What follows belongs to an exercise in optimizing a design on an open flow for small area; a production flow would make more cautious choices.
RTL that was checked went through simulation tests only; none was proved equivalent to the original.
No functional check of the RTL was part of run 1.
Power and IR drop assume default switching activity.

### design/flow/config.mk
export PLATFORM = sky130hd
export DESIGN_NAME = level
export DESIGN_NICKNAME = level
export VERILOG_FILES = /design/flow/design.v
export SDC_FILE = /design/flow/constraint.sdc
export NUM_CORES = 4
export LEC_CHECK = 0
export ABC_AREA = 0
export CAP_MARGIN = 20
export CORE_MARGIN = 2
export CORE_UTILIZATION = 40
export CTS_BUF_LIST = sky130_fd_sc_hd__clkbuf_4
export CTS_CLUSTER_DIAMETER = 100
export CTS_CLUSTER_SIZE = 40
export SLEW_MARGIN = 20
### design/flow/constraint.sdc
create_clock -name core_clock -period 20.0 [get_ports {clk}]
set_input_delay 4.0000 -clock core_clock [delete_from_list [all_inputs] [get_ports {clk}]]
set_output_delay 4.0000 -clock core_clock [all_outputs]
set_load 0.01 [all_outputs]
### design/flow/design.v
module level_fsm (
  input wire          clk_i,
  input wire          reset_i,
  input wire          i2c_busy_i,
  input wire          i2c_rxak_i,
  input wire          i2c_arb_lost_i,
  input wire          i2c_write_done_i,
  input wire          i2c_data_out_valid_i,
  input wire  [4:0]   i2c_data_out_i,
  output wire         i2c_req_o,
  output wire         i2c_wr_phase_o,
  output wire         error_led_o,
  output reg  [8:0]   led_o
);
localparam [3:0]
  ENSURE_BUSY_1     = 4'd0,
  ASSIGN_WRITE_2    = 4'd1,
  ASSERT_WRITE_3    = 4'd2,
  WAIT_FOR_BUSY_4   = 4'd3,
  WAIT_FOR_DONE_5   = 4'd4,
  VERIFY_6          = 4'd5,
  ENSURE_BUSY_7     = 4'd6,
  ASSIGN_WRITE_8    = 4'd7,
  ASSERT_READ_9     = 4'd8,
  WAIT_FOR_BUSY_10  = 4'd9,
  WAIT_FOR_VALID_11 = 4'd10,
  VERIFY_12         = 4'd11,
  LED_OPERATION_13  = 4'd12,
  ERROR             = 4'd13;
reg [3:0] state;
assign i2c_req_o      = state == ASSERT_WRITE_3 || state == ASSERT_READ_9;
assign i2c_wr_phase_o = state == WAIT_FOR_BUSY_4 || state == WAIT_FOR_DONE_5;
assign error_led_o = state == ERROR;
reg  [4:0] led_c;
wire [3:0] led_k = led_c[4:1];
wire       led_e = ~led_c[0];
integer m;
always @(*)
  for (m = 0; m < 9; m = m + 1)
    led_o[m] = (led_k == m) || (led_e && led_k == m + 1);
always @(posedge clk_i) begin
  if (reset_i) begin
    state <= ENSURE_BUSY_1;
    led_c <= 5'd31;
  end
  else begin
    case (state)
      ENSURE_BUSY_1:     if (!i2c_busy_i) state <= ASSIGN_WRITE_2;
      ASSIGN_WRITE_2:    state <= ASSERT_WRITE_3;
      ASSERT_WRITE_3:    state <= WAIT_FOR_BUSY_4;
      WAIT_FOR_BUSY_4:   if (i2c_busy_i) state <= WAIT_FOR_DONE_5;
      WAIT_FOR_DONE_5:   if (i2c_write_done_i) state <= VERIFY_6;
      VERIFY_6:          state <= (!i2c_arb_lost_i && !i2c_rxak_i) ? ENSURE_BUSY_7 : ERROR;
      ENSURE_BUSY_7:     if (!i2c_busy_i) state <= ASSIGN_WRITE_8;
      ASSIGN_WRITE_8:    state <= ASSERT_READ_9;
      ASSERT_READ_9:     state <= WAIT_FOR_BUSY_10;
      WAIT_FOR_BUSY_10:  if (i2c_busy_i) state <= WAIT_FOR_VALID_11;
      WAIT_FOR_VALID_11: if (i2c_data_out_valid_i) state <= VERIFY_12;
      VERIFY_12:         state <= (!i2c_arb_lost_i && i2c_rxak_i) ? LED_OPERATION_13 : ERROR;
      LED_OPERATION_13:  begin
                           led_c <= i2c_data_out_i;
                           state <= ENSURE_BUSY_7;
                         end
      ERROR:             state <= ERROR;
      default:           state <= ENSURE_BUSY_1;
    endcase
  end
end
endmodule
module i2c_interface (
  input        clk,
  input        rst,
  input        mst_scl_in,
  input        mst_sda_in,
  output       mst_scl_out,
  output       mst_sda_out,
  output       mst_sda_oe,
  output       mst_scl_oe,
  output [4:0] mst_data_out,      
  output       i2c_busy,
  output       i2c_rxak,
  output       i2c_arb_lost,
  input        mst_req,           
  input        mst_wr_phase,      
  output       mst_write_done,
  output       mst_data_out_valid
);
  localparam [3:0]
    IDLE_ST           = 4'h0,
    START_GEN0_ST     = 4'h1,
    WRITE_CMDBYTE0_ST = 4'h2,
    WRITE_DAT0_ST     = 4'h3,
    START_GEN1_ST     = 4'h4,
    WRITE_CMDBYTE1_ST = 4'h5,
    RESTART_ST        = 4'h6,
    WRITE_DAT2_ST     = 4'h7,
    STOP_GEN_ST       = 4'h8,
    DONE_ST           = 4'h9;
  reg  [3:0] current_st;
  reg  [3:0] next_st;
  reg  [7:0] MIDR;
  reg        men, mb5, mb4, mb3, mb2;
  reg  [1:0] mbcr_write0;
  reg        xfer_complete1, xfer_complete2;
  reg  [1:0] uc_wr_data0, uc_rd_data0;
  reg  [4:0] data_out0;
  reg        data_cnt;
  wire       write_p, read_p, wr_rd_p;
  wire       mcf, mbb, rxak;
  wire [4:0] MODR;
  wire       uc_wr_data = uc_wr_data0[1];
  wire       uc_rd_data = uc_rd_data0[1];
  wire       mbcr_wr = mbcr_write0[1];
  wire load_xfer = xfer_complete2;
  wire fall = xfer_complete1;
  wire i2c_read = ~mb4;
  assign i2c_rxak = rxak;
  assign i2c_busy = mbb;
  assign i2c_arb_lost = 1'b0;
  assign mst_scl_oe = ~mst_scl_out;
  assign mst_sda_oe = ~mst_sda_out;
  reg [3:0] req_d;
  always @(posedge clk)
    if (rst) req_d <= 4'b0000;
    else req_d <= {req_d[2:0], mst_req};
  assign wr_rd_p = req_d[3];
  assign write_p = wr_rd_p & mst_wr_phase;
  assign read_p = wr_rd_p & ~mst_wr_phase;
  i2c_core u_core (
    .clk(clk), .men(men), .msta_in(mb5), .mtx(mb4), .txak(mb3), .rsta(mb2),
    .mbcr_wr(mbcr_wr), .uc_rd_data(uc_rd_data), .uc_wr_data(uc_wr_data),
    .MIDR(MIDR), .sda_in(mst_sda_in), .scl_in(mst_scl_in),
    .MODR(MODR), .sda_out(mst_sda_out), .scl_out(mst_scl_out),
    .mcf(mcf), .mbb(mbb), .rxak(rxak));
  always @(posedge clk)
    if (rst) current_st <= IDLE_ST;
    else     current_st <= next_st;
  always @(*) begin
    next_st = IDLE_ST;
    case (current_st)
      IDLE_ST:
        if (write_p) next_st = START_GEN0_ST;
        else if (read_p) next_st = START_GEN1_ST;
        else next_st = IDLE_ST;
      START_GEN0_ST:
        if (wr_rd_p) next_st = STOP_GEN_ST;
        else if (mcf) next_st = WRITE_CMDBYTE0_ST;
        else next_st = START_GEN0_ST;
      START_GEN1_ST:
        if (wr_rd_p) next_st = STOP_GEN_ST;
        else if (mcf) next_st = WRITE_CMDBYTE1_ST;
        else next_st = START_GEN1_ST;
      WRITE_CMDBYTE0_ST:
        if (wr_rd_p) next_st = STOP_GEN_ST;
        else if (mcf) next_st = WRITE_DAT0_ST;
        else next_st = WRITE_CMDBYTE0_ST;
      WRITE_CMDBYTE1_ST:
        if (wr_rd_p) next_st = STOP_GEN_ST;
        else if (mcf) next_st = RESTART_ST;
        else next_st = WRITE_CMDBYTE1_ST;
      WRITE_DAT0_ST:
        if (wr_rd_p || mcf) next_st = STOP_GEN_ST;
        else next_st = WRITE_DAT0_ST;
      RESTART_ST:
        if (mcf) next_st = WRITE_DAT2_ST;
        else next_st = RESTART_ST;
      WRITE_DAT2_ST:
        if (wr_rd_p || mcf) next_st = STOP_GEN_ST;
        else next_st = WRITE_DAT2_ST;
      STOP_GEN_ST:
        if (!mcf) next_st = DONE_ST;
        else next_st = STOP_GEN_ST;
      DONE_ST:
        if (!mbb) next_st = IDLE_ST;
        else next_st = DONE_ST;
      default: next_st = IDLE_ST;
    endcase
  end
  wire st_idle  = current_st == IDLE_ST;
  wire st_sg0   = current_st == START_GEN0_ST;
  wire st_sg1   = current_st == START_GEN1_ST;
  wire st_cmd0  = current_st == WRITE_CMDBYTE0_ST;
  wire st_cmd1  = current_st == WRITE_CMDBYTE1_ST;
  wire st_dat0  = current_st == WRITE_DAT0_ST;
  wire st_rest  = current_st == RESTART_ST;
  wire st_dat2  = current_st == WRITE_DAT2_ST;
  wire st_stop  = current_st == STOP_GEN_ST;
  assign mst_write_done = st_dat0 && mcf;
  assign mst_data_out_valid = (data_cnt && st_dat2 && fall) || (i2c_read && st_stop && fall);
  localparam [2:0] MI_00 = 3'd0, MI_D0 = 3'd1, MI_D1 = 3'd2, MI_6B = 3'd3, MI_3D = 3'd4;
  reg [2:0] midr_c;
  always @(posedge clk)
    if (rst) midr_c <= MI_00;
    else if (wr_rd_p) midr_c <= MI_D0;
    else if (st_rest) midr_c <= MI_D1;
    else if (st_cmd0) midr_c <= MI_6B;
    else if (st_cmd1) midr_c <= MI_3D;
    else if (st_dat0) midr_c <= MI_00;
  always @(*)
    case (midr_c)
      MI_D0:   MIDR = 8'hD0;
      MI_D1:   MIDR = 8'hD1;
      MI_6B:   MIDR = 8'h6B;
      MI_3D:   MIDR = 8'h3D;
      default: MIDR = 8'h00;
    endcase
  always @(posedge clk)
    if (rst) {men, mb5, mb4, mb3, mb2} <= 5'b00000;
    else if ((st_dat0 || st_cmd0) && wr_rd_p)   {men, mb5, mb4, mb3, mb2} <= 5'b10100;  
    else if ((st_cmd1 || st_dat2) && wr_rd_p)   {men, mb5, mb4, mb3, mb2} <= 5'b10000;  
    else if (st_sg0 || st_sg1)                  {men, mb5, mb4, mb3, mb2} <= 5'b11100;  
    else if (st_rest && !mcf)                   {men, mb5, mb4, mb3, mb2} <= 5'b11001;  
    else if (st_rest)                           {men, mb5, mb4, mb3, mb2} <= 5'b11010;  
    else if (st_dat2 && mcf)                    {men, mb5, mb4, mb3, mb2} <= 5'b10000;  
    else if (st_dat0 && mcf)                    {men, mb5, mb4, mb3, mb2} <= 5'b10100;  
  always @(posedge clk)
    if (rst) mbcr_write0 <= 2'b00;
    else if ((st_dat0 || st_cmd0 || st_cmd1 || st_dat2) && wr_rd_p) mbcr_write0 <= 2'b11;
    else if (st_idle && wr_rd_p) mbcr_write0 <= 2'b11;
    else if (st_cmd1 && mcf) mbcr_write0 <= 2'b11;
    else if ((st_dat2 || st_dat0) && mcf) mbcr_write0 <= 2'b11;
    else mbcr_write0 <= {mbcr_write0[0], 1'b0};
  always @(posedge clk)
    if (rst) begin
      xfer_complete1 <= 1'b0;
      xfer_complete2 <= 1'b0;
    end else begin
      xfer_complete1 <= mcf;
      xfer_complete2 <= xfer_complete1;
    end
  always @(posedge clk)
    if (rst) uc_wr_data0 <= 2'b00;
    else if (st_cmd1 && !wr_rd_p && mcf) uc_wr_data0 <= 2'b11;
    else if ((st_sg0 || st_sg1) && !wr_rd_p && mcf) uc_wr_data0 <= 2'b11;
    else if (st_dat0 && load_xfer) uc_wr_data0 <= 2'b11;
    else uc_wr_data0 <= {uc_wr_data0[0], 1'b0};
  always @(posedge clk)
    if (rst) uc_rd_data0 <= 2'b00;
    else if (st_dat2 && load_xfer) uc_rd_data0 <= 2'b11;
    else uc_rd_data0 <= {uc_rd_data0[0], 1'b0};
  always @(posedge clk)
    if (rst) data_cnt <= 1'b0;
    else data_cnt <= (st_dat0 || st_dat2) && mcf;
  always @(posedge clk)
    if (rst) data_out0 <= 5'd8;
    else if (st_dat2 && mcf) data_out0 <= MODR;
  assign mst_data_out = data_out0;
endmodule
module i2c_core (
  input            clk,
  input            men,
  input            msta_in,
  input            mtx,
  input            txak,
  input            rsta,
  input            mbcr_wr,
  input            uc_rd_data,
  input            uc_wr_data,
  input      [7:0] MIDR,
  input            sda_in,
  input            scl_in,
  output reg [4:0] MODR,
  output reg       sda_out,
  output reg       scl_out,
  output reg       mcf,
  output reg       mbb,
  output reg       rxak
);
  localparam integer T_HIGH = 30, T_LOW = 65, T_HD_START = 30, T_SU_START = 30,
                     T_HD_DATA = 15, T_SU_STOP = 30, T_BUF = 65;
  localparam [2:0] ST_SCL_IDLE = 3'd0, ST_SCL_START = 3'd1, ST_SCL_LOW_EDGE = 3'd2,
             ST_SCL_WAIT_uC = 3'd3, ST_SCL_LOW = 3'd4, ST_SCL_HIGH_EDGE = 3'd5,
             ST_SCL_HIGH = 3'd6, ST_SCL_STOP_WAIT = 3'd7;
  localparam [1:0] ST_SLV_SCL_IDLE = 2'd0, ST_SLV_SCL_HOLD_SDA = 2'd1,
             ST_SLV_SCL_WAIT_uC = 2'd2, ST_SLV_SCL_STOP_WAIT = 2'd3;
  localparam [3:0] ST_I2C_IDLE = 4'd0, ST_I2C_HEADER = 4'd1, ST_I2C_ACK_HEADER = 4'd2,
             ST_I2C_RCV_DATA = 4'd3, ST_I2C_ACK_DATA = 4'd4, ST_I2C_XMIT_DATA = 4'd5,
             ST_I2C_WAIT_ACK = 4'd6, ST_I2C_STOP = 4'd7, ST_I2C_NONE = 4'd8;
  localparam BYTE_CNT = 4'd7;
  localparam XFER_DONE = 4'd8;
  wire rst = ~men;
  reg  msta, mstaS0, mstaS1;
  reg  master;
  reg  genStart, genStart1, genStop;
  reg  detectStartS0, detectStopS0, detect_start_pulse;
  reg  mbcr_wr1, mbcr_wr2;
  reg  rep_start;
  reg  arb_lost;
  reg  [3:0] bitCount;
  reg  bitCountClr;
  reg  [6:0] mclkCount;
  reg  mclkCountClr;
  reg  [10:0] sclkCount;
  reg  sclkCountClr;
  reg  [2:0] mscl_state, mscl_next_state;
  reg  [1:0] sscl_state, sscl_next_state;
  reg  [3:0] i2c_state, i2c_next_state;
  wire i_idle = i2c_state == ST_I2C_IDLE;
  wire i_head = i2c_state == ST_I2C_HEADER;
  wire i_ackh = i2c_state == ST_I2C_ACK_HEADER;
  wire i_rcv  = i2c_state == ST_I2C_RCV_DATA;
  wire i_ackd = i2c_state == ST_I2C_ACK_DATA;
  wire i_xmit = i2c_state == ST_I2C_XMIT_DATA;
  wire i_wack = i2c_state == ST_I2C_WAIT_ACK;
  wire i_stop = i2c_state == ST_I2C_STOP;
  reg  [7:0] i2cHeader;
  reg  sdaOutNext, sdaOutMaster;
  reg  sdaOutSlave, sdaOutSlaveNext;
  reg  sclOutNext, sclOutSlave;
  reg  sdaIn_0, sdaIn_1, sdaIn_int, sclIn_0, sclIn_1, sclIn_int;
  reg  [1:0] sda_spike_cnt, scl_spike_cnt;
  reg  sclIn_int_p1, sdaIn_int_p1, sda_next_p1;
  reg  [7:0] shiftReg;
  reg  uc_wr_data_p1;
  reg  wait_uc, wait_uc_next;
  wire sda_next;
  wire sda_clear_cnt = ~(sdaIn_1 ^ sda_next);
  wire sda_cnt_limit = sda_spike_cnt[1];
  assign sda_next = sda_cnt_limit ? sdaIn_1 : sda_next_p1;
  always @(posedge clk)
    if (rst) begin
      sdaIn_0 <= 1'b1; sdaIn_1 <= 1'b1;
      sda_spike_cnt <= 2'd0;
      sdaIn_int <= 1'b1; sda_next_p1 <= 1'b1;
    end else begin
      sdaIn_0 <= sda_in; sdaIn_1 <= sdaIn_0;
      sda_spike_cnt <= sda_clear_cnt ? 2'd0 : sda_spike_cnt + 2'd1;
      sdaIn_int <= sda_next_p1;
      sda_next_p1 <= sda_next;
    end
  wire scl_next;
  wire scl_clear_cnt = ~(sclIn_1 ^ scl_next);
  wire scl_cnt_limit = scl_spike_cnt[1];
  assign scl_next = scl_cnt_limit ? sclIn_1 : sclIn_int;
  always @(posedge clk)
    if (rst) begin
      sclIn_0 <= 1'b1; sclIn_1 <= 1'b1;
      scl_spike_cnt <= 2'd0;
      sclIn_int <= 1'b1;
    end else begin
      sclIn_0 <= scl_in; sclIn_1 <= sclIn_0;
      scl_spike_cnt <= scl_clear_cnt ? 2'd0 : scl_spike_cnt + 2'd1;
      sclIn_int <= scl_next;
    end
  always @(posedge clk)
    if (rst) begin
      sclIn_int_p1 <= 1'b1;
      sdaIn_int_p1 <= 1'b1;
    end else begin
      sclIn_int_p1 <= sclIn_int;
      sdaIn_int_p1 <= sdaIn_int;
    end
  wire sclPosedge = ~sclIn_int_p1 & sclIn_int;
  wire sclNegedge = sclIn_int_p1 & ~sclIn_int;
  wire sdaPosedge = ~sdaIn_int_p1 & sdaIn_int;
  wire sdaNegedge = sdaIn_int_p1 & ~sdaIn_int;
  wire sdaInData = sdaIn_int;
  always @(posedge clk)
    if (rst | arb_lost) msta <= 1'b0;
    else if (mbcr_wr1) msta <= msta_in;
  always @(posedge clk)
    if (rst) begin mstaS0 <= 1'b0; mstaS1 <= 1'b0; end
    else begin mstaS0 <= msta; mstaS1 <= mstaS0; end
  wire mstaPosedge = ~mstaS1 & mstaS0;
  wire mstaNegedge = mstaS1 & ~mstaS0;
  always @(posedge clk)
    if (rst) genStart <= 1'b0;
    else if (mstaPosedge) genStart <= 1'b1;
    else if (detectStartS0) genStart <= 1'b0;
  always @(posedge clk)
    if (rst) genStart1 <= 1'b0;
    else genStart1 <= genStart;
  wire detectStart = sdaNegedge & sclIn_int;
  wire detectStop = sdaPosedge & sclIn_int;
  always @(posedge clk)
    if (rst) begin detectStartS0 <= 1'b0; detectStopS0 <= 1'b0; end
    else begin detectStartS0 <= detectStart; detectStopS0 <= detectStop; end
  always @(posedge clk)
    if (rst) genStop <= 1'b0;
    else if ((mstaNegedge || i_stop) && ~arb_lost) genStop <= 1'b1;
    else if (detectStopS0) genStop <= 1'b0;
  always @(posedge clk)
    if (rst) master <= 1'b0;
    else if (~mbb) master <= msta;
  always @(posedge clk)
    if (rst) mscl_state <= ST_SCL_IDLE;
    else mscl_state <= mscl_next_state;
  wire shiftOut = shiftReg[7];
  always @(posedge clk)
    if (rst) sdaOutMaster <= 1'b1;
    else if (i_head || i_xmit) sdaOutMaster <= shiftOut;
    else if (mclkCount >= T_HD_DATA && i_ackd) sdaOutMaster <= txak;
    else sdaOutMaster <= 1'b1;
  always @(posedge clk)
    if (rst) mclkCount <= 7'd0;
    else if (mclkCountClr) mclkCount <= 7'd0;
    else mclkCount <= mclkCount + 7'd1;
  always @(posedge clk)
    if (rst) sda_out <= 1'b1;
    else sda_out <= master ? sdaOutNext : sdaOutSlaveNext;
  always @(posedge clk)
    if (rst) scl_out <= 1'b1;
    else scl_out <= master ? sclOutNext : sclOutSlave;
  always @(*) begin
    mscl_next_state = ST_SCL_IDLE;
    mclkCountClr = 1'b1;
    sclOutNext = 1'b1;
    sdaOutNext = sda_out;
    case (mscl_state)
      ST_SCL_IDLE: begin
        sdaOutNext = 1'b1;
        if (master & ~mbb & genStart) mscl_next_state = ST_SCL_START;
        else mscl_next_state = ST_SCL_IDLE;
      end
      ST_SCL_START: begin
        mclkCountClr = 1'b0;
        sdaOutNext = 1'b0;
        if (mclkCount == (T_HD_START-1)) mscl_next_state = ST_SCL_LOW_EDGE;
        else mscl_next_state = ST_SCL_START;
      end
      ST_SCL_LOW_EDGE: begin
        sclOutNext = 1'b0;
        if (i_ackd || i_ackh || i_wack)
          mscl_next_state = ST_SCL_WAIT_uC;
        else
          mscl_next_state = ST_SCL_LOW;
      end
      ST_SCL_WAIT_uC: begin
        sclOutNext = 1'b0;
        if (genStop | uc_rd_data | uc_wr_data) mscl_next_state = ST_SCL_LOW;
        else mscl_next_state = ST_SCL_WAIT_uC;
      end
      ST_SCL_LOW: begin
        mclkCountClr = 1'b0;
        sclOutNext = 1'b0;
        if (mclkCount >= (T_HD_DATA-1)) begin
          if (genStop) sdaOutNext = 1'b0;
          else if (rep_start | arb_lost) sdaOutNext = 1'b1;
          else sdaOutNext = sdaOutMaster;
        end
        if (mclkCount == (T_LOW-1)) begin
          if ((bitCount == BYTE_CNT) && arb_lost) mscl_next_state = ST_SCL_IDLE;
          else mscl_next_state = ST_SCL_HIGH_EDGE;
        end
        else mscl_next_state = ST_SCL_LOW;
      end
      ST_SCL_HIGH_EDGE: begin
        if (sclIn_int) mscl_next_state = ST_SCL_HIGH;
        else mscl_next_state = ST_SCL_HIGH_EDGE;
      end
      ST_SCL_HIGH: begin
        mclkCountClr = 1'b0;
        if (genStop) begin
          if (mclkCount == (T_SU_STOP-1)) begin
            mclkCountClr = 1'b1;
            sdaOutNext = 1'b1;
            mscl_next_state = ST_SCL_STOP_WAIT;
          end
          else mscl_next_state = ST_SCL_HIGH;
        end
        else if (rep_start) begin
          if (mclkCount == (T_SU_START-1)) begin
            mclkCountClr = 1'b1;
            mscl_next_state = ST_SCL_START;
          end
          else mscl_next_state = ST_SCL_HIGH;
        end
        else if (mclkCount == (T_HIGH-1)) mscl_next_state = ST_SCL_LOW_EDGE;
        else mscl_next_state = ST_SCL_HIGH;
      end
      ST_SCL_STOP_WAIT: begin
        mclkCountClr = 1'b0;
        if (mclkCount == (T_BUF-1)) mscl_next_state = ST_SCL_IDLE;
        else mscl_next_state = ST_SCL_STOP_WAIT;
      end
    endcase
  end
  wire addrMatch = (i2cHeader[7:1] == 7'h68);
  always @(posedge clk)
    if (rst) sscl_state <= ST_SLV_SCL_IDLE;
    else sscl_state <= sscl_next_state;
  always @(posedge clk)
    if (rst) sdaOutSlave <= 1'b1;
    else if (i_xmit) sdaOutSlave <= shiftOut;
    else if ((addrMatch && sclkCount >= T_HD_DATA && i_ackh) ||
             (sclkCount >= T_HD_DATA && i_ackd)) sdaOutSlave <= txak;
    else sdaOutSlave <= 1'b1;
  always @(posedge clk)
    if (rst) sclkCount <= 11'd0;
    else if (sclkCountClr) sclkCount <= 11'd0;
    else sclkCount <= sclkCount + 11'd1;
  always @(*) begin
    sscl_next_state = ST_SLV_SCL_IDLE;
    sclkCountClr = 1'b1;
    sclOutSlave = 1'b1;
    sdaOutSlaveNext = sda_out;
    wait_uc_next = wait_uc;
    case (sscl_state)
      ST_SLV_SCL_IDLE: begin
        sdaOutSlaveNext = sdaOutSlave;
        if (~master && ((i_ackh && addrMatch) || i_ackd) ||
            (i_wack && ~sdaInData))
          sclkCountClr = 1'b0;
        if (~master && sclNegedge && ((i_ackh && addrMatch && i2cHeader[0]) ||
            i_ackd || (i_wack && ~sdaInData))) begin
          sscl_next_state = ST_SLV_SCL_HOLD_SDA;
          sclkCountClr = 1'b1;
          wait_uc_next = 1'b1;
        end
        else if (~master && sclNegedge && (i_ackh && addrMatch && ~i2cHeader[0])) begin
          sscl_next_state = ST_SLV_SCL_HOLD_SDA;
          sclkCountClr = 1'b1;
        end
        else sscl_next_state = ST_SLV_SCL_IDLE;
      end
      ST_SLV_SCL_WAIT_uC: begin
        sclOutSlave = 1'b0;
        wait_uc_next = 1'b0;
        if (uc_rd_data || i_idle) sscl_next_state = ST_SLV_SCL_IDLE;
        else if (uc_wr_data) sscl_next_state = ST_SLV_SCL_STOP_WAIT;
        else sscl_next_state = ST_SLV_SCL_WAIT_uC;
      end
      ST_SLV_SCL_HOLD_SDA: begin
        sclOutSlave = 1'b0;
        sclkCountClr = 1'b0;
        if (sclkCount == T_HD_DATA) begin
          sdaOutSlaveNext = 1'b1;
          if (wait_uc) sscl_next_state = ST_SLV_SCL_WAIT_uC;
          else sscl_next_state = ST_SLV_SCL_IDLE;
        end
        else sscl_next_state = ST_SLV_SCL_HOLD_SDA;
      end
      ST_SLV_SCL_STOP_WAIT: begin
        sclOutSlave = 1'b0;
        sclkCountClr = 1'b0;
        if (sclkCount == T_HD_DATA) sscl_next_state = ST_SLV_SCL_IDLE;
        else sscl_next_state = ST_SLV_SCL_STOP_WAIT;
      end
      default: sscl_next_state = ST_SLV_SCL_IDLE;
    endcase
  end
  always @(posedge clk)
    if (rst) wait_uc <= 1'b0;
    else wait_uc <= wait_uc_next;
  always @(posedge clk)
    if (rst | detectStopS0) i2c_state <= ST_I2C_IDLE;
    else i2c_state <= i2c_next_state;
  always @(posedge clk)
    if (rst) detect_start_pulse <= 1'b0;
    else if (sdaNegedge & sclIn_int) detect_start_pulse <= 1'b1;
    else if (sclPosedge) detect_start_pulse <= 1'b0;
  always @(posedge clk)
    if (rst) bitCount <= 4'd0;
    else if (bitCountClr & sclNegedge) bitCount <= 4'd0;
    else if (!detect_start_pulse & sclNegedge) bitCount <= bitCount + 4'd1;
  always @(*) begin
    i2c_next_state = ST_I2C_NONE;
    bitCountClr = 1'b1;
    case (i2c_state)
      ST_I2C_IDLE: begin
        if (sclNegedge && detect_start_pulse) i2c_next_state = ST_I2C_HEADER;
        else i2c_next_state = ST_I2C_IDLE;
      end
      ST_I2C_HEADER: begin
        bitCountClr = 1'b0;
        if (detectStopS0) i2c_next_state = ST_I2C_IDLE;
        else if (bitCount == BYTE_CNT && sclNegedge) i2c_next_state = ST_I2C_ACK_HEADER;
        else i2c_next_state = ST_I2C_HEADER;
      end
      ST_I2C_ACK_HEADER: begin
        if (arb_lost | detectStopS0) i2c_next_state = ST_I2C_IDLE;
        else if (~sdaInData && sclNegedge) begin
          if (master) begin
            if (mtx) i2c_next_state = ST_I2C_XMIT_DATA;
            else i2c_next_state = ST_I2C_RCV_DATA;
          end
          else if (addrMatch) begin
            if (i2cHeader[0]) i2c_next_state = ST_I2C_XMIT_DATA;
            else i2c_next_state = ST_I2C_RCV_DATA;
          end
          else i2c_next_state = ST_I2C_IDLE;
        end
        else if (sdaInData && sclNegedge) begin
          if (master) i2c_next_state = ST_I2C_STOP;
          else i2c_next_state = ST_I2C_IDLE;
        end
        else i2c_next_state = ST_I2C_ACK_HEADER;
      end
      ST_I2C_RCV_DATA: begin
        if ((rep_start && master) || detectStartS0) bitCountClr = 1'b1;
        else bitCountClr = 1'b0;
        if (detectStopS0) i2c_next_state = ST_I2C_IDLE;
        else if ((rep_start && master && sclNegedge) || detectStartS0) i2c_next_state = ST_I2C_HEADER;
        else if (bitCount == BYTE_CNT && sclNegedge) i2c_next_state = ST_I2C_ACK_DATA;
        else i2c_next_state = ST_I2C_RCV_DATA;
      end
      ST_I2C_ACK_DATA: begin
        if (detectStopS0) i2c_next_state = ST_I2C_IDLE;
        else if (sclNegedge) i2c_next_state = ST_I2C_RCV_DATA;
        else i2c_next_state = ST_I2C_ACK_DATA;
      end
      ST_I2C_XMIT_DATA: begin
        if ((rep_start && master) || detectStartS0) bitCountClr = 1'b1;
        else bitCountClr = 1'b0;
        if (detectStopS0) i2c_next_state = ST_I2C_IDLE;
        else if ((rep_start && master && sclNegedge) || detectStartS0) i2c_next_state = ST_I2C_HEADER;
        else if (bitCount == BYTE_CNT && sclNegedge) i2c_next_state = ST_I2C_WAIT_ACK;
        else i2c_next_state = ST_I2C_XMIT_DATA;
      end
      ST_I2C_WAIT_ACK: begin
        if (arb_lost | detectStopS0) i2c_next_state = ST_I2C_IDLE;
        else if (~sdaInData && sclNegedge) i2c_next_state = ST_I2C_XMIT_DATA;
        else if (sdaInData && sclNegedge) begin
          if (master) i2c_next_state = ST_I2C_STOP;
          else i2c_next_state = ST_I2C_IDLE;
        end
        else i2c_next_state = ST_I2C_WAIT_ACK;
      end
      ST_I2C_STOP: begin
        if (sclNegedge) i2c_next_state = ST_I2C_IDLE;
      end
      default: ;
    endcase
  end
  always @(posedge clk)
    if (rst) i2cHeader <= 8'd0;
    else if (i_head & sclNegedge) i2cHeader <= {i2cHeader[6:0], sdaInData};
  wire shiftRegEn = ((i_head && master) || i_rcv ||
                     i_xmit) && !rep_start;
  always @(posedge clk)
    if (rst) uc_wr_data_p1 <= 1'b0;
    else uc_wr_data_p1 <= uc_wr_data;
  always @(posedge clk)
    if (rst) shiftReg <= 8'd0;
    else if ((~genStart1 && genStart) | (~uc_wr_data && uc_wr_data_p1)) shiftReg <= MIDR;
    else if (shiftRegEn & sclNegedge) shiftReg <= {shiftReg[6:0], sdaInData};
  wire signed [7:0] shiftRegS = shiftReg;
  wire [4:0] shiftCode = (shiftRegS >= 8'sd7) ? 5'd1 :
                         (shiftRegS <= -8'sd9) ? 5'd17 : 5'd8 - shiftReg[4:0];
  always @(posedge clk)
    if (rst) MODR <= 5'd8;
    else if (i_ackd || i_wack) MODR <= shiftCode;
  always @(posedge clk)
    if (rst || (mscl_state == ST_SCL_IDLE)) arb_lost <= 1'b0;
    else if (master && ~arb_lost && sclPosedge &&
             (i_idle || i_head ||
              i_xmit || i_ackd))
      arb_lost <= (sda_out != sdaIn_int);
  always @(posedge clk)
    if (rst) mcf <= 1'b0;
    else mcf <= (bitCount == XFER_DONE) && sclNegedge;
  always @(posedge clk)
    if (rst) begin mbcr_wr1 <= 1'b0; mbcr_wr2 <= 1'b0; end
    else begin mbcr_wr1 <= mbcr_wr; mbcr_wr2 <= ~mbcr_wr && mbcr_wr1; end
  always @(posedge clk)
    if (rst | (i_head && sclNegedge)) rep_start <= 1'b0;
    else if (mbcr_wr2 && rsta) rep_start <= 1'b1;
    else if (detectStopS0) rep_start <= 1'b0;
  always @(posedge clk)
    if (rst) mbb <= 1'b0;
    else if (detectStartS0) mbb <= 1'b1;
    else if (detectStopS0) mbb <= 1'b0;
  always @(posedge clk)
    if (rst) rxak <= 1'b1;
    else if ((i_ackh || i_ackd || i_wack) && sclNegedge)
      rxak <= sdaInData;
endmodule
module level (
  input wire          clk,
  input wire          reset_i,
  output wire         sda_oe,
  output wire         sda_o,
  input  wire         sda_i,
  output wire         scl_oe,
  output wire         scl_o,
  input  wire         scl_i,
  output wire         error_led_o,
  output wire [8:0]   led_o
);
  wire        i2c_busy;
  wire        i2c_rxak;
  wire        i2c_arb_lost;
  wire        i2c_write_done;
  wire        i2c_data_out_valid;
  wire [4:0]  i2c_data_out;
  wire        i2c_req;
  wire        i2c_wr_phase;
  level_fsm level_inst (
    .clk_i (clk),
    .reset_i (~reset_i),
    .i2c_busy_i (i2c_busy),
    .i2c_rxak_i (i2c_rxak),
    .i2c_arb_lost_i (i2c_arb_lost),
    .i2c_write_done_i (i2c_write_done),
    .i2c_data_out_valid_i (i2c_data_out_valid),
    .i2c_data_out_i (i2c_data_out),
    .i2c_req_o (i2c_req),
    .i2c_wr_phase_o (i2c_wr_phase),
    .error_led_o (error_led_o),
    .led_o (led_o)
  );
  i2c_interface u_i2c_interface (
    .clk (clk),
    .rst (~reset_i),
    .mst_scl_in (scl_i),
    .mst_sda_in (sda_i),
    .mst_scl_out (scl_o),
    .mst_sda_out (sda_o),
    .mst_sda_oe (sda_oe),
    .mst_scl_oe (scl_oe),
    .mst_data_out (i2c_data_out),
    .i2c_busy (i2c_busy),
    .i2c_rxak (i2c_rxak),
    .i2c_arb_lost (i2c_arb_lost),
    .mst_req (i2c_req),
    .mst_wr_phase (i2c_wr_phase),
    .mst_write_done (i2c_write_done),
    .mst_data_out_valid (i2c_data_out_valid)
  );
endmodule
### design/flow/run.sh
#!/bin/bash
# synth_recipe.tcl (not shown) runs the flow's synth.tcl, then flattens the netlist and writes it again
# the make line also repeats each setting of config.mk as NAME=value (left out here)
make -C /OpenROAD-flow-scripts/flow DESIGN_CONFIG=/design/flow/config.mk WORK_HOME=/design/flow/orfs CLKGATE_MAP_FILE= SYNTH_SCRIPT=/design/flow/synth_recipe.tcl finish
==> results of run 1 <==
metrics by stage:
stage	cells	util	worst slack (ns)	instance area (sq um)	power [uW]
floorplan	786	-	14.97	6330	301
global placement	960	0.430	13.99	6580	305
detailed placement	960	0.430	13.94	6580	307
CTS	991	0.452	13.91	6920	517
global route	993	0.452	13.79	6930	536
finish	993	0.452	13.97	6930	512
sequential cells by signal (all words and copies together) (netlist names), 5 cells and up:
name                              count
u_i2c_interface.u_core.mclkCount      7
u_i2c_interface.data_out0             5
u_i2c_interface.u_core.shiftReg       8
u_i2c_interface.u_core.MODR           5
u_i2c_interface.u_core.i2cHeader      8
level_inst.led_c                      5
u_i2c_interface.u_core.sclkCount     11
routing by layer:
metal  vias up  part of all wire
met2       122              0.46
met3        13             0.044
met5         -                 0
met4         0             0.012
met1      2560              0.48
li1       2735                 -
cell families after synthesis:
kind of cell,after synthesis,share of synthesized area
XOR/XNOR,28,0.0387
AO/OA/AOI/OAI,171,0.179
adder cells (fa/ha/maj),9,0.0178
AND/OR/NAND/NOR,338,0.278
flip-flops,127,0.402
buffers and inverters,95,0.0567
multiplexers,18,0.0286
synth_stat cells, types with 11 or more instances:
cell type  number
a211oi_1       11
clkbuf_1       51
a21oi_1        43
mux2i_1        17
nand2b_1       23
and2_1         11
xnor2_1        12
dfxtp_1       127
nand2_1        77
nand3_1        40
nor2b_1        19
xor2_1         16
nor2_1         71
nor3_1         26
o21ai_0        34
inv_1          38
area by class of cell:
type	instances	share of cell area
antenna	2	0.000723
clock buffer	17	0.0184
clock inverter	14	0.0309
inverter	38	0.0206
multi-input combinational	564	0.496
sequential	127	0.367
tap	211	0.0381
timing repair buffer	20	0.0278
worst paths after layout:
check,startpoint,slack (ns),cells after the start,endpoint
setup / recovery,level_inst.state[2],13.97,3,error_led_o
hold / removal,u_i2c_interface.u_core.scl_spike_cnt[0],0.42,1,u_i2c_interface.u_core.scl_spike_cnt[0]
setup reg to reg,u_i2c_interface.u_core.sclIn_int,17.66,5,u_i2c_interface.u_core.shiftReg[6]
hold reg to reg,u_i2c_interface.u_core.scl_spike_cnt[0],0.42,1,u_i2c_interface.u_core.scl_spike_cnt[0]
power breakdown:
part           total, uW  switching (uW)  internal (uW)
registers            272            14.1            258
logic               29.1            13.2           16.0
clock network        210            99.2            111
==> out/metrics.yaml, run 1 <==
drt:
  num_vias: 5430
  wl_microns: 14700
  ant_nets: 0
  wire_per_inst_microns: 14.8
  drtIter0Drc: 287
  viasPerCell: 5.47
  drc: 0
  first_pass_iters: 5
grt:
  use_met3: 0.0463
  gr-usage-all-layers: 0.186
  antenna_found_initial: 1
  grt_busiest_layer: "met2"
  grt_start_max_net_pins: 52
  grt-ovfl-total: 0
  grt_pass1_wl_microns: 25100
  grtUsageMet1: 0.253
  use_met2: 0.295
  grt_pass1_vias: 5149
floorplan:
  ioPinCount: 18
  dieArea_sq_um: 16900
  core_area_sq_um: 15300
  die_w_microns: 130
  start_util: 0.413
  fp-row-count: 45
  die_h_microns: 130
critical_path:
  worstPathArrival_ns: 2.03
  path_max_fanout: 13
  path_cells: "nand2_1, nor3b_1, clkdlybuf4s50_1"
  end_kind: "output pin"
  worstPathRequired_ns: 16.00
  timing.critical_path.buf_inv: 1
  critPathLaunchType: "flop"
  critPathKind: "flop to output pin"
  critPathMaxStageDelay_ns: 0.57
  critPathTopFamily: "buffers and inverters"
  cpMaxStageDelayCell: "clkdlybuf4s50_1"
synthesis:
  synth_largest_area_cell: "dfxtp_1"
  ys_ff_latch: 127
  seq_area_frac_synth: 0.402
  synthArstFlopShare: 0
  synthCells: 786
  synthesis.area_sq_um: 6330
  synth_edf_count: 0
  yosysUniqueCellTypes: 65
  synth_area_per_cell_sq_um: 8.06
  synth.top_cell.area_share: 0.402
  ys_top_cells_by_area: "dfxtp_1, nand2_1, nor2_1, a21oi_1, nand3_1"
  yosys_warnings: 3
  ys.flop_type: "dfxtp_1"
  syn-num-nets: 799
timing:
  relSlewSlack: 0.363
  post-route-period-util: 0.302
  fin_setup_tns_ns: 0
  fmaxAchievable_mhz: 166
  worst_pin_slew_ns: 0.949
  fin_hold_ws_ns: 0.424
  clock_skew_ns: 0.0241
  finalCriticalPeriod_ns: 6.03
  finalHoldViolCount: 0
  rsz0062_at_grt: "false"
  maxSlewViolCount: 0
  setup_viol: 0
clock_network:
  cts.sink_count: 127
  cts_made_buffers: 17
  cts_root_buffer: "clkbuf_4"
  cts_tree: "yes"
  clk_pin_slew_worst_paths_ns: 0.12
  hold_buffers: 0
  worstSkewPairLatency_ns: 0.55
  h-tree-depth: 4
  postCtsSetupBuffers: 0
  ctsLongestPathBuffers: 2
  cts.repair.resized: 0
status:
  status: "timing/DRC/antenna clean"
worst_hold_path:
  hold_path.class: "flop to flop"
place:
  dpl.hpwl_microns: 10200
  gp_congestion: 0.889
  io_buffers: 17
finish:
  seq_area_sq_um: 2540
  mostFrequentLayoutCells: "dfxtp_1, nand2_1, nor2_1"
  multiInputGateArea_sq_um: 3440
  area_growth_pct: 9.37
  drive_above_1_share: 0.0615
  fillers: 1576
  mostFrequentLayoutCell: "dfxtp_1"
  num-nets-final: 781
flow_run:
  maxCapViolCount: 0
power:
  p_leak_uw: 0.00233
  ir_drop_v: 0.0000428
  pwr_density_cell_nw_per_um2: 73.9
==> run 2: changes to the inputs <==
--- a/design/flow/design.v
+++ b/design/flow/design.v
@@ -98,2 +98,10 @@
     DONE_ST           = 4'h9;
+  localparam [2:0] MB_00 = 3'b000, MB_D0 = 3'b001, MB_C0 = 3'b010, MB_F0 = 3'b101,
+                   MB_E4 = 3'b110, MB_E8 = 3'b111;
+  reg [2:0] mbcr_c;
+  wire men = |mbcr_c;
+  wire mb5 = mbcr_c[2];
+  wire mb4 = mbcr_c[0] & ~mbcr_c[1];
+  wire mb3 = mbcr_c == MB_E8;
+  wire mb2 = mbcr_c == MB_E4;
   reg  [3:0] current_st;
@@ -101,6 +109,6 @@
   reg  [7:0] MIDR;
-  reg        men, mb5, mb4, mb3, mb2;
   reg  [1:0] mbcr_write0;
   reg        xfer_complete1, xfer_complete2;
-  reg  [1:0] uc_wr_data0, uc_rd_data0;
+  reg  [1:0] uc_wr_st, uc_rd_data0;
+  wire       uc_wr_data, uc_wr_fall;
   reg  [4:0] data_out0;
@@ -110,3 +118,2 @@
   wire [4:0] MODR;
-  wire       uc_wr_data = uc_wr_data0[1];
   wire       uc_rd_data = uc_rd_data0[1];
@@ -130,3 +137,3 @@
     .clk(clk), .men(men), .msta_in(mb5), .mtx(mb4), .txak(mb3), .rsta(mb2),
-    .mbcr_wr(mbcr_wr), .uc_rd_data(uc_rd_data), .uc_wr_data(uc_wr_data),
+    .mbcr_wr(mbcr_wr), .uc_rd_data(uc_rd_data), .uc_wr_data(uc_wr_data), .uc_wr_fall(uc_wr_fall),
     .MIDR(MIDR), .sda_in(mst_sda_in), .scl_in(mst_scl_in),
@@ -207,10 +214,10 @@
   always @(posedge clk)
-    if (rst) {men, mb5, mb4, mb3, mb2} <= 5'b00000;
-    else if ((st_dat0 || st_cmd0) && wr_rd_p)   {men, mb5, mb4, mb3, mb2} <= 5'b10100;  
-    else if ((st_cmd1 || st_dat2) && wr_rd_p)   {men, mb5, mb4, mb3, mb2} <= 5'b10000;  
-    else if (st_sg0 || st_sg1)                  {men, mb5, mb4, mb3, mb2} <= 5'b11100;  
-    else if (st_rest && !mcf)                   {men, mb5, mb4, mb3, mb2} <= 5'b11001;  
-    else if (st_rest)                           {men, mb5, mb4, mb3, mb2} <= 5'b11010;  
-    else if (st_dat2 && mcf)                    {men, mb5, mb4, mb3, mb2} <= 5'b10000;  
-    else if (st_dat0 && mcf)                    {men, mb5, mb4, mb3, mb2} <= 5'b10100;  
+    if (rst) mbcr_c <= MB_00;
+    else if ((st_dat0 || st_cmd0) && wr_rd_p) mbcr_c <= MB_D0;
+    else if ((st_cmd1 || st_dat2) && wr_rd_p) mbcr_c <= MB_C0;
+    else if (st_sg0 || st_sg1)                mbcr_c <= MB_F0;
+    else if (st_rest && !mcf)                 mbcr_c <= MB_E4;
+    else if (st_rest)                         mbcr_c <= MB_E8;
+    else if (st_dat2 && mcf)                  mbcr_c <= MB_C0;
+    else if (st_dat0 && mcf)                  mbcr_c <= MB_D0;
   always @(posedge clk)
@@ -231,7 +238,8 @@
   always @(posedge clk)
-    if (rst) uc_wr_data0 <= 2'b00;
-    else if (st_cmd1 && !wr_rd_p && mcf) uc_wr_data0 <= 2'b11;
-    else if ((st_sg0 || st_sg1) && !wr_rd_p && mcf) uc_wr_data0 <= 2'b11;
-    else if (st_dat0 && load_xfer) uc_wr_data0 <= 2'b11;
-    else uc_wr_data0 <= {uc_wr_data0[0], 1'b0};
+    if (rst) uc_wr_st <= 2'd0;
+    else if ((st_cmd1 || st_sg0 || st_sg1) && !wr_rd_p && mcf) uc_wr_st <= 2'd1;
+    else if (st_dat0 && load_xfer) uc_wr_st <= 2'd1;
+    else if (uc_wr_st != 2'd0) uc_wr_st <= uc_wr_st + 2'd1;
+  assign uc_wr_data = uc_wr_st == 2'd1 || uc_wr_st == 2'd2;
+  assign uc_wr_fall = uc_wr_st == 2'd3;
   always @(posedge clk)
@@ -258,2 +266,3 @@
   input            uc_wr_data,
+  input            uc_wr_fall,
   input      [7:0] MIDR,
@@ -305,3 +314,2 @@
   wire i_stop = i2c_state == ST_I2C_STOP;
-  reg  [7:0] i2cHeader;
   reg  sdaOutNext, sdaOutMaster;
@@ -313,3 +321,2 @@
   reg  [7:0] shiftReg;
-  reg  uc_wr_data_p1;
   reg  wait_uc, wait_uc_next;
@@ -477,3 +484,3 @@
   end
-  wire addrMatch = (i2cHeader[7:1] == 7'h68);
+  wire addrMatch = (hkmp == 3'd7);
   always @(posedge clk)
@@ -503,3 +510,3 @@
           sclkCountClr = 1'b0;
-        if (~master && sclNegedge && ((i_ackh && addrMatch && i2cHeader[0]) ||
+        if (~master && sclNegedge && ((i_ackh && addrMatch && hbit) ||
             i_ackd || (i_wack && ~sdaInData))) begin
@@ -509,3 +516,3 @@
         end
-        else if (~master && sclNegedge && (i_ackh && addrMatch && ~i2cHeader[0])) begin
+        else if (~master && sclNegedge && (i_ackh && addrMatch && ~hbit)) begin
           sscl_next_state = ST_SLV_SCL_HOLD_SDA;
@@ -577,3 +584,3 @@
           else if (addrMatch) begin
-            if (i2cHeader[0]) i2c_next_state = ST_I2C_XMIT_DATA;
+            if (hbit) i2c_next_state = ST_I2C_XMIT_DATA;
             else i2c_next_state = ST_I2C_RCV_DATA;
@@ -624,5 +631,24 @@
   end
+  reg [2:0] hkmp;
+  reg       hbit;
+  reg [2:0] hkmp_next;
+  always @(*)
+    case (hkmp)
+      3'd0: hkmp_next = hbit ? 3'd1 : 3'd0;
+      3'd1: hkmp_next = hbit ? 3'd2 : 3'd0;
+      3'd2: hkmp_next = hbit ? 3'd2 : 3'd3;
+      3'd3: hkmp_next = hbit ? 3'd4 : 3'd0;
+      3'd4: hkmp_next = hbit ? 3'd2 : 3'd5;
+      3'd5: hkmp_next = hbit ? 3'd1 : 3'd6;
+      3'd6: hkmp_next = hbit ? 3'd1 : 3'd7;
+      default: hkmp_next = hbit ? 3'd1 : 3'd0;
+    endcase
   always @(posedge clk)
-    if (rst) i2cHeader <= 8'd0;
-    else if (i_head & sclNegedge) i2cHeader <= {i2cHeader[6:0], sdaInData};
+    if (rst) begin
+      hkmp <= 3'd0;
+      hbit <= 1'b0;
+    end else if (i_head & sclNegedge) begin
+      hkmp <= hkmp_next;
+      hbit <= sdaInData;
+    end
   wire shiftRegEn = ((i_head && master) || i_rcv ||
@@ -630,7 +656,4 @@
   always @(posedge clk)
-    if (rst) uc_wr_data_p1 <= 1'b0;
-    else uc_wr_data_p1 <= uc_wr_data;
-  always @(posedge clk)
     if (rst) shiftReg <= 8'd0;
-    else if ((~genStart1 && genStart) | (~uc_wr_data && uc_wr_data_p1)) shiftReg <= MIDR;
+    else if ((~genStart1 && genStart) | uc_wr_fall) shiftReg <= MIDR;
     else if (shiftRegEn & sclNegedge) shiftReg <= {shiftReg[6:0], sdaInData};
==> design/flow/config.mk (replaced) <==
export PLATFORM = sky130hd
export DESIGN_NAME = level
export DESIGN_NICKNAME = level
export VERILOG_FILES = /design/flow/design.v
export SDC_FILE = /design/flow/constraint.sdc
export NUM_CORES = 4
export LEC_CHECK = 0
export ABC_AREA = 1
export CAP_MARGIN = 20
export CORE_MARGIN = 2
export CORE_UTILIZATION = 40
export CTS_BUF_LIST = sky130_fd_sc_hd__clkbuf_8
export CTS_CLUSTER_DIAMETER = 150
export CTS_CLUSTER_SIZE = 60
export SLEW_MARGIN = 20
==> run 2 against run 1 <==
Clock-buffer cell count increased by 5. Register-to-register slack improved by 0.27 ns. Die area decreased by 3.1%. Combinational power increased by 83%. Clock power increased by 16%. Global-route usage decreased by 0.23 points. Sequential power decreased by 7.7%. Worst hold slack got worse by 0.0086 ns. Clock skew decreased by 0.016 ns. Synthesized cell count increased by 16%. Via count increased by 3.5%.
==> out/metrics.yaml, run 2 <==
status:
  status: "timing/DRC/antenna clean"
synthesis:
  synthTopCellsByCount: "nand2_1, inv_1, nor2_1, dfxtp_1, nand3_1"
  yosysMostFrequentCell: "nand2_1"
  synthesis.area_sq_um: 6130
  synth_edf_count: 0
  synth_area_per_cell_sq_um: 6.74
  synth_largest_area_cell: "dfxtp_1"
  syn-num-nets: 925
  seq_area_frac_synth: 0.392
  ys.flop_type: "dfxtp_1"
  yosys_warnings: 3
  synthArstFlopShare: 0
  synth.top_cell.area_share: 0.392
  yosysUniqueCellTypes: 40
  ys_ff_latch: 120
  synthCells: 910
  ys_top_cells_by_area: "dfxtp_1, nand2_1, inv_1, nor2_1, nand3_1"
floorplan:
  start_util: 0.406
  ioPinCount: 18
  die_h_microns: 128
  dieArea_sq_um: 16300
  fp-row-count: 45
  core_area_sq_um: 15100
  die_w_microns: 128
drt:
  drc: 0
  wl_microns: 14100
  first_pass_iters: 5
  drtIter0Drc: 409
  wire_per_inst_microns: 12.5
  num_vias: 5619
  ant_nets: 0
  viasPerCell: 4.97
timing:
  finalCriticalPeriod_ns: 5.93
  maxSlewViolCount: 0
  rsz0062_at_grt: "false"
  fmaxAchievable_mhz: 169
  post-route-period-util: 0.297
  fin_ws_ns: 14.07
  finalHoldViolCount: 0
  clock_skew_ns: 0.00840
  worst_pin_slew_ns: 0.679
  setup_viol: 0
  relSlewSlack: 0.547
  fin_setup_tns_ns: 0
clock_network:
  postCtsSetupBuffers: 0
  hold_buffers: 0
  worstSkewPairLatency_ns: 0.44
  cts_tree: "yes"
  cts_made_buffers: 17
  clk_pin_slew_worst_paths_ns: 0.07
  h-tree-depth: 4
  cts_root_buffer: "clkbuf_8"
  cts.sink_count: 120
  cts.repair.resized: 0
  ctsLongestPathBuffers: 2
finish:
  top_register: "u_i2c_interface.u_core.sclkCount"
  mostFrequentLayoutCell: "nand2_1"
  diodes: 0
  largest_reg_flops: 11
  drive_above_1_share: 0.0742
  reg.largest.list: "u_i2c_interface.u_core.sclkCount: 11 flops, u_i2c_interface.u_core.shiftReg: 8 flops, u_i2c_interface.u_core.mclkCount: 7 flops"
  fin_area_sq_um: 6930
  fillers: 1539
  num-nets-final: 945
  area_growth_pct: 13.0
  mostFrequentLayoutCells: "nand2_1, inv_1, nor2_1"
  fin_util: 0.459
grt:
  grt_pass1_wl_microns: 24100
  grt-ovfl-total: 0
  antenna_found_initial: 0
  grt_start_max_net_pins: 33
  gr-usage-all-layers: 0.184
  grt_pass1_vias: 5113
power:
  p_leak_uw: 0.00293
  ir_drop_v: 0.0000472
  pwr_density_cell_nw_per_um2: 79.1
critical_path:
  path_max_fanout: 6
  cp.depth: 3
  end_kind: "output pin"
  reg2reg_depth: 8
  critPathLaunchType: "flop"
  worstPathArrival_ns: 1.93
  timing.critical_path.buf_inv: 2
  critPathTopFamily: "buffers and inverters"
  path_cells: "inv_1, nor3_1, clkdlybuf4s50_1"
  worstPathRequired_ns: 16.00
  critPathKind: "flop to output pin"
  critPathMaxStageDelay_ns: 0.61
  cpMaxStageDelayCell: "clkdlybuf4s50_1"
worst_hold_path:
  whs_path_depth: 1
  hold_path.class: "flop to flop"
place:
  post_dp_cell_area_sq_um: 6470
  gp_congestion: 0.916
  dpl_worst_slack_ns: 14.20
  dpl.hpwl_microns: 10500
  io_buffers: 17
flow_run:
  maxCapViolCount: 0
## run 2: cell count changes after synthesis, moves of 9 or more
cell / change
and2_1: -9
a21oi_1: +18
clkbuf_1: -40
nand2_1: +107
nand3_1: +40
o21ai_0: +9
nor2_1: +54
nand2b_1: -23
nor2b_1: -19
xor2_1: -10
mux2i_1: -17
nor2_2: +15
inv_1: +94
## run 2: per-layer routing
layer | track usage | up-vias | wire length, microns
li1 | - | 2997 | -
met1 | 0.248 | 2503 | 7160
met2 | 0.292 | 107 | 6340
met3 | 0.0396 | 12 | 455
met4 | 0.0659 | 0 | 175
met5 | 0 | - | 0
## run 2: path summary, 6_finish.rpt
check	slack (ns)	start	end
hold / removal	0.41	u_i2c_interface.u_core.sdaIn_0	u_i2c_interface.u_core.sdaIn_1
hold reg to reg	0.41	u_i2c_interface.u_core.sdaIn_0	u_i2c_interface.u_core.sdaIn_1
setup reg to reg	17.93	u_i2c_interface.u_core.master	u_i2c_interface.u_core.sclkCount[9]
setup / recovery	14.07	level_inst.state[0]	error_led_o
## run 2: report_power, final
group / switching [uW] / internal [uW]
clock network: 92.6 / 151
logic: 35.0 / 18.2
registers: 6.37 / 245
total: 134 / 414
## run 2: logic make-up after synthesis
group	count (synthesis)	share of synthesized area
AOI/OAI and AO/OA	139	0.128
xor gates and xnor gates	13	0.0186
adders and majority gates	11	0.0224
buffers and inverters	156	0.0980
DFF	120	0.392
and+or+nand+nor	471	0.341
## run 2: final cells by class
| class | count | area, sq um | share of cell area |
|---|---|---|---|
| multi-input combinational | 634 | 3130 | 0.452 |
| sequential | 120 | 2400 | 0.347 |
| tap | 188 | 235 | 0.0340 |
| clock buffer | 22 | 303 | 0.0437 |
| clock inverter | 10 | 149 | 0.0215 |
| inverter | 138 | 518 | 0.0748 |
| timing repair buffer | 19 | 185 | 0.0267 |
## run 2: metrics by stage
| step | hold WS (ns) | instances | total power (uW) |
|---|---|---|---|
| after floorplan | 0.390 | 910 | 297 |
| after global placement | 0.399 | 1099 | 310 |
| after detailed placement | 0.402 | 1099 | 310 |
| after CTS | 0.417 | 1131 | 554 |
| after global routing | 0.431 | 1131 | 575 |
| final | 0.415 | 1131 | 548 |
## run 2: worst register-to-register path, delay by kind of cell (launching register included)
kind	cells	cell delay [ns]
simple gates	6	0.78
flops	1	0.66
compound gates	1	0.11
buf+inv	1	0.44
==> run 3: changes to the inputs <==
==> design/flow/config.mk (replaced) <==
export PLATFORM = sky130hd
export DESIGN_NAME = level
export DESIGN_NICKNAME = level
export VERILOG_FILES = /design/flow/design.v
export SDC_FILE = /design/flow/constraint.sdc
export NUM_CORES = 4
export LEC_CHECK = 0
export CAP_MARGIN = 20
export CORE_MARGIN = 2
export CORE_UTILIZATION = 40
export SLEW_MARGIN = 20
==> run 3 against run 2 <==
Maximum frequency down 2.0%. Non-clock buffer count unchanged. Register-to-register slack worse by 0.29 ns. Highest routed layer unchanged.
==> out/metrics.yaml, run 3 <==
synthesis:
  synth_largest_area_cell: "dfxtp_1"
  yosysMostFrequentCell: "dfxtp_1"
  ys.flop_type: "dfxtp_1"
  ys_top_cells_by_area: "dfxtp_1, nor2_1, mux2i_1, a21oi_1, nand2_1"
  seq_area_frac_synth: 0.393
  syn-num-nets: 747
  synthesis.area_sq_um: 6110
  synthTopCellsByCount: "dfxtp_1, nor2_1, nand2_1, a21oi_1, o21ai_0"
  synth_edf_count: 0
  synth.top_cell.area_share: 0.393
  yosys_warnings: 3
  ys_ff_latch: 120
  synth_area_per_cell_sq_um: 8.35
  yosysUniqueCellTypes: 75
  synthCells: 732
  synthArstFlopShare: 0
drt:
  wl_met3_microns: 775
  drc: 0
  met2_length_microns: 6620
  wire_per_inst_microns: 15.7
  dr.max_layer_used: "met4"
  ant_nets: 0
  num_vias: 5301
  met1_length_microns: 6810
  viasPerCell: 5.73
  drtIter0Drc: 404
  wl_microns: 14500
  first_pass_iters: 8
clock_network:
  cts_root_buffer: "clkbuf_16"
  cts_made_buffers: 17
  clk_pin_slew_worst_paths_ns: 0.05
  hold_buffers: 0
  cts_tree: "yes"
  ctsLongestPathBuffers: 2
  worstSkewPairLatency_ns: 0.42
  h-tree-depth: 4
  cts.sink_count: 120
  cts.repair.resized: 0
  postCtsSetupBuffers: 0
grt:
  grt_start_max_net_pins: 42
  grt_pass1_wl_microns: 24500
  gr-usage-all-layers: 0.187
  grt-ovfl-total: 0
  antenna_found_initial: 0
  grt_pass1_vias: 4905
timing:
  post-route-period-util: 0.302
  fin_setup_tns_ns: 0
  worst_pin_slew_ns: 0.986
  maxSlewViolCount: 0
  fmaxAchievable_mhz: 165
  relSlewSlack: 0.343
  fin_ws_ns: 13.95
  rsz0062_at_grt: "false"
  setup_viol: 0
  finalCriticalPeriod_ns: 6.05
  finalHoldViolCount: 0
  clock_skew_ns: 0.00980
floorplan:
  dieArea_sq_um: 16300
  die_w_microns: 128
  die_h_microns: 128
  fp-row-count: 45
  ioPinCount: 18
  core_area_sq_um: 15100
  start_util: 0.405
place:
  io_buffers: 17
  dp_cells: 894
  post_dp_cell_area_sq_um: 6340
  gp_congestion: 0.887
  dpl.hpwl_microns: 9950
  dpl_worst_slack_ns: 14.38
worst_hold_path:
  hold_path.class: "flop to flop"
critical_path:
  cpMaxStageDelayCell: "clkdlybuf4s50_1"
  end_kind: "output pin"
  critPathMaxStageDelay_ns: 0.55
  critPathKind: "flop to output pin"
  path_cells: "or3_1, mux2_2, nor2_1, clkdlybuf4s50_1"
  worstPathArrival_ns: 2.05
  path_max_fanout: 6
  critPathLaunchType: "flop"
  worstPathRequired_ns: 16.00
finish:
  num-nets-final: 740
  diodes: 0
  area_growth_pct: 12.8
  fin_area_sq_um: 6900
  instances_no_fill: 925
  drive_above_1_share: 0.0773
  mostFrequentLayoutCells: "dfxtp_1, nor2_1, nand2_1"
  reg.largest.list: "u_i2c_interface.u_core.sclkCount: 11 flops, u_i2c_interface.u_core.shiftReg: 8 flops, u_i2c_interface.u_core.mclkCount: 7 flops"
  largest_reg_flops: 11
  mostFrequentLayoutCell: "dfxtp_1"
  top_register: "u_i2c_interface.u_core.sclkCount"
power:
  p_leak_uw: 0.00241
  ir_drop_v: 0.0000667
  pwr_density_cell_nw_per_um2: 90.9
status:
  status: "timing/DRC/antenna clean"
flow_run:
  maxCapViolCount: 0
## run 3: cell families (layout without fill, tap and decap cells)
group                      after synthesis  after routing  share of synthesized area
buffers and inverters                   75             80                     0.0516
adders and majority gates               11             11                     0.0225
xor gates and xnor gates                29             29                     0.0415
AOI/OAI and AO/OA                      172            172                      0.193
and+or+nand+nor                        299            299                      0.255
DFF                                    120            120                      0.393
muxes                                   26             26                     0.0434
## run 3: path summary, 6_finish.rpt
check                                 start                        endpoint  slack [ns]  cells after the start
max                     level_inst.led_c[1]                        led_o[3]       13.95                      4
min          u_i2c_interface.u_core.sclIn_0  u_i2c_interface.u_core.sclIn_1        0.41                      1
max reg2reg   u_i2c_interface.current_st[1]             level_inst.state[1]       17.64                      4
min reg2reg  u_i2c_interface.u_core.sclIn_0  u_i2c_interface.u_core.sclIn_1        0.41                      1
## run 3: area by class of cell
cell class / count / area [sq um]
Fill cell: 1461 / 8190
Multi-Input combinational cell: 537 / 3410
Sequential cell: 120 / 2400
Clock buffer: 22 / 454
Tap cell: 188 / 235
Timing Repair Buffer: 19 / 185
Inverter: 30 / 113
Clock inverter: 9 / 101
## run 3: stage by stage
stage                     power [uW]  hold slack (ns)   util
after global placement           337            0.388  0.420
after detailed placement         339            0.397  0.420
final                            627            0.408  0.457
after global routing             653            0.418  0.457
after floorplan                  322            0.386      -
after CTS                        632            0.411  0.457
## run 3: critical path, delay by kind of cell, from the launching register on
kind          cells  cell delay, ns
buf+inv           1            0.55
simple gates      2            0.47
flops             1            0.35
mux               1            0.27
## run 3: routing by layer
layer	track usage	vias up
li1	-	2593
met1	0.249	2547
met2	0.287	133
met3	0.0477	28
met4	0.0795	0
met5	0	-
## run 3: report_power, final
part / switching [uW] / internal (uW) / leakage (uW)
Sequential: 16.5 / 248 / 0.000968
Combinational: 43.8 / 26.3 / 0.00117
Clock: 108 / 185 / 0.000273
==> run 4: changes to the inputs <==
--- a/design/flow/config.mk
+++ b/design/flow/config.mk
@@ -7,2 +7,3 @@
 export LEC_CHECK = 0
+export ABC_AREA = 1
 export CAP_MARGIN = 20
@@ -10,2 +11,5 @@
 export CORE_UTILIZATION = 40
+export CTS_BUF_LIST = sky130_fd_sc_hd__clkbuf_4
+export CTS_CLUSTER_DIAMETER = 60
+export CTS_CLUSTER_SIZE = 25
 export SLEW_MARGIN = 20
==> run 4 against run 3 <==
Still clean on timing, DRC and antenna. Non-clock buffer count stayed put. Synthesized cell count is 24% higher. Clock-buffer cell count is 2 lower. Sequential power is 5% lower. Routed wire length is 2.7% lower. Critical path depth is 1 lower. Critical path type unchanged. Largest cell class unchanged.
==> out/metrics.yaml, run 4 <==
status:
  status: "timing/DRC/antenna clean"
finish:
  fin_util: 0.450
  top_register: "u_i2c_interface.u_core.sclkCount"
  instances_no_fill: 1133
  fin_area_sq_um: 6790
  drive_above_1_share: 0.0721
  area_growth_pct: 10.7
  num-nets-final: 945
  mostFrequentLayoutCell: "nand2_1"
  reg.largest.list: "u_i2c_interface.u_core.sclkCount: 11 flops, u_i2c_interface.u_core.shiftReg: 8 flops, u_i2c_interface.u_core.mclkCount: 7 flops"
  mostFrequentLayoutCells: "nand2_1, inv_1, nor2_1"
  largest_reg_flops: 11
grt:
  grtUsageMet1: 0.248
  use_met3: 0.0396
  gr-usage-all-layers: 0.185
  grt_pass1_wl_microns: 24200
  grt_start_max_net_pins: 33
  antenna_found_initial: 1
  grt_pass1_vias: 5115
  grt-ovfl-total: 0
  use_met2: 0.293
  grt_busiest_layer: "met2"
synthesis:
  synthesis.area_sq_um: 6130
  synth_edf_count: 0
  synth_area_per_cell_sq_um: 6.74
  yosys_warnings: 3
  ys_ff_latch: 120
  synthArstFlopShare: 0
  syn-num-nets: 925
  yosysMostFrequentCell: "nand2_1"
  synthTopCellsByCount: "nand2_1, inv_1, nor2_1, dfxtp_1, nand3_1"
  synth_largest_area_cell: "dfxtp_1"
  ys_top_cells_by_area: "dfxtp_1, nand2_1, inv_1, nor2_1, nand3_1"
  ys.flop_type: "dfxtp_1"
  seq_area_frac_synth: 0.392
  synthCells: 910
  synth.top_cell.area_share: 0.392
  yosysUniqueCellTypes: 40
floorplan:
  ioPinCount: 18
  die_h_microns: 128
  die_w_microns: 128
  fp-row-count: 45
  dieArea_sq_um: 16300
  start_util: 0.406
  core_area_sq_um: 15100
critical_path:
  critPathLaunchType: "flop"
  path_max_fanout: 6
  critPathMaxStageDelay_ns: 0.61
  critPathKind: "flop to output pin"
  timing.critical_path.buf_inv: 2
  worstPathArrival_ns: 2.05
  cpMaxStageDelayCell: "clkdlybuf4s50_1"
  critPathTopFamily: "buffers and inverters"
  path_cells: "inv_1, nor3_1, clkdlybuf4s50_1"
  end_kind: "output pin"
  worstPathRequired_ns: 16.00
power:
  totalPowerFinal_uw: 492
  clockPowerShare: 0.381
  combPwrFrac: 0.109
  pwr_density_cell_nw_per_um2: 72.5
  swShare: 0.261
  power.switching_uw: 128
  pwr-share-seq: 0.510
  p_leak_uw: 0.00285
  p_int_uw: 364
  ir_drop_v: 0.0000345
drt:
  drtIter0Drc: 399
  viasPerCell: 4.97
  num_vias: 5631
  ant_nets: 0
  drc: 0
  wl_microns: 14100
  wire_per_inst_microns: 12.5
  first_pass_iters: 5
timing:
  relSlewSlack: 0.549
  worst_pin_slew_ns: 0.676
  setup_viol: 0
  finalCriticalPeriod_ns: 6.05
  fin_setup_tns_ns: 0
  post-route-period-util: 0.302
  maxSlewViolCount: 0
  fmaxAchievable_mhz: 165
  finalHoldViolCount: 0
  rsz0062_at_grt: "false"
  clock_skew_ns: 0.0136
place:
  dpl.hpwl_microns: 10500
  dp_cells: 1099
  io_buffers: 17
  post_dp_cell_area_sq_um: 6470
  gp_congestion: 0.916
clock_network:
  cts_tree: "yes"
  postCtsSetupBuffers: 0
  cts.sink_count: 120
  clk_pin_slew_worst_paths_ns: 0.10
  cts_root_buffer: "clkbuf_4"
  h-tree-depth: 4
  worstSkewPairLatency_ns: 0.55
  cts_made_buffers: 17
  cts.repair.resized: 0
  hold_buffers: 0
  ctsLongestPathBuffers: 2
flow_run:
  maxCapViolCount: 0
worst_hold_path:
  hold_path.class: "flop to flop"
-- run 4: logic make-up after synthesis --
| kind of cell | count (synthesis) | synth area share |
|---|---|---|
| compound gates | 139 | 0.128 |
| xor+xnor | 13 | 0.0186 |
| fa+ha+maj | 11 | 0.0224 |
| buf+inv | 156 | 0.0980 |
| flops | 120 | 0.392 |
| simple gates | 471 | 0.341 |
-- run 4: per-stage QoR --
step | setup slack, ns | hold WS [ns]
after floorplan | 15.02 | 0.390
after global placement | 14.20 | 0.399
after detailed placement | 14.20 | 0.402
after CTS | 13.93 | 0.426
after global routing | 13.76 | 0.437
final | 13.95 | 0.421
-- run 4: layout make-up --
| class | count | area [sq um] |
|---|---|---|
| multi-input cells | 634 | 3130 |
| flip-flops and latches | 120 | 2400 |
| clock buffers | 20 | 150 |
| diodes | 2 | 5.00 |
| clock inverters | 12 | 156 |
| repair buffers | 19 | 185 |
| inverters | 138 | 518 |
| fillers | 1551 | 8300 |
| well taps | 188 | 235 |
-- run 4: worst paths after layout --
kind | startpoint | cells past startpoint | slack [ns] | end
hold / removal | u_i2c_interface.u_core.sclIn_0 | 1 | 0.42 | u_i2c_interface.u_core.sclIn_1
hold reg to reg | u_i2c_interface.u_core.sclIn_0 | 1 | 0.42 | u_i2c_interface.u_core.sclIn_1
setup reg to reg | u_i2c_interface.u_core.master | 8 | 17.91 | u_i2c_interface.u_core.sclkCount[9]
setup / recovery | level_inst.state[0] | 3 | 13.95 | error_led_o
-- run 4: layer usage --
layer  vias to the layer above  share of wire
li1                       3006              -
met1                      2518           0.50
met2                        90           0.45
met3                        17          0.033
met4                         0          0.017
met5                         -              0
-- run 4: power groups by stage --
stage	combinational (uW)	clock (uW)	sequential, uW
3_3_place_gp	53.6	0	256
4_1_cts	53.9	194	251
3_5_place_dp	53.0	0	257
5_1_grt	61.9	206	252
6_report	53.6	187	251
2_1_floorplan	43.7	0	254
-- run 4: worst register-to-register path, cell delays in order, from the launching register on --
cell and delay (ns):
dfxtp_1 0.68, clkinv_1 0.45, nand2_1 0.23, nand2_1 0.06, a21oi_1 0.11, nand2_1 0.06, nand2_1 0.07, nand2_2 0.20
nor2_1 0.15

[what the ideal ports hide]
How much do the figures lean on ideal ports? The routed layouts below were timed once more, with nothing changed but the port constraints.
Step 1, drivers: a clkbuf_16 drives clk and a buf_2 each remaining input, both assumed.
Step 2 times the ports against the registers' clock, not the clock port: input delays grow and output delays shrink by t, the midpoint of the rising clock arrivals with the driver on.
Slacks: ideal ports / drivers / drivers and shift; pairs: ideal ports / drivers.
run | t, ns | slack for setup (ns) | worst slew at a driven data input, ns
run 1 | 0.574 | 13.965 / 13.929 / 13.934 | 0.04
run 2 | 0.470 | 14.070 / 14.033 / 14.216 | 0.03
run 3 | 0.460 | 13.950 / 13.907 / 14.366 | 0.03
run 4 | 0.579 | 13.951 / 13.911 / 14.224 | 0.03
After both steps every run listed still meets setup and hold. For run 1, which loses most, drivers alone change the setup slack by -0.036 ns; drivers and shift together by -0.031 ns.
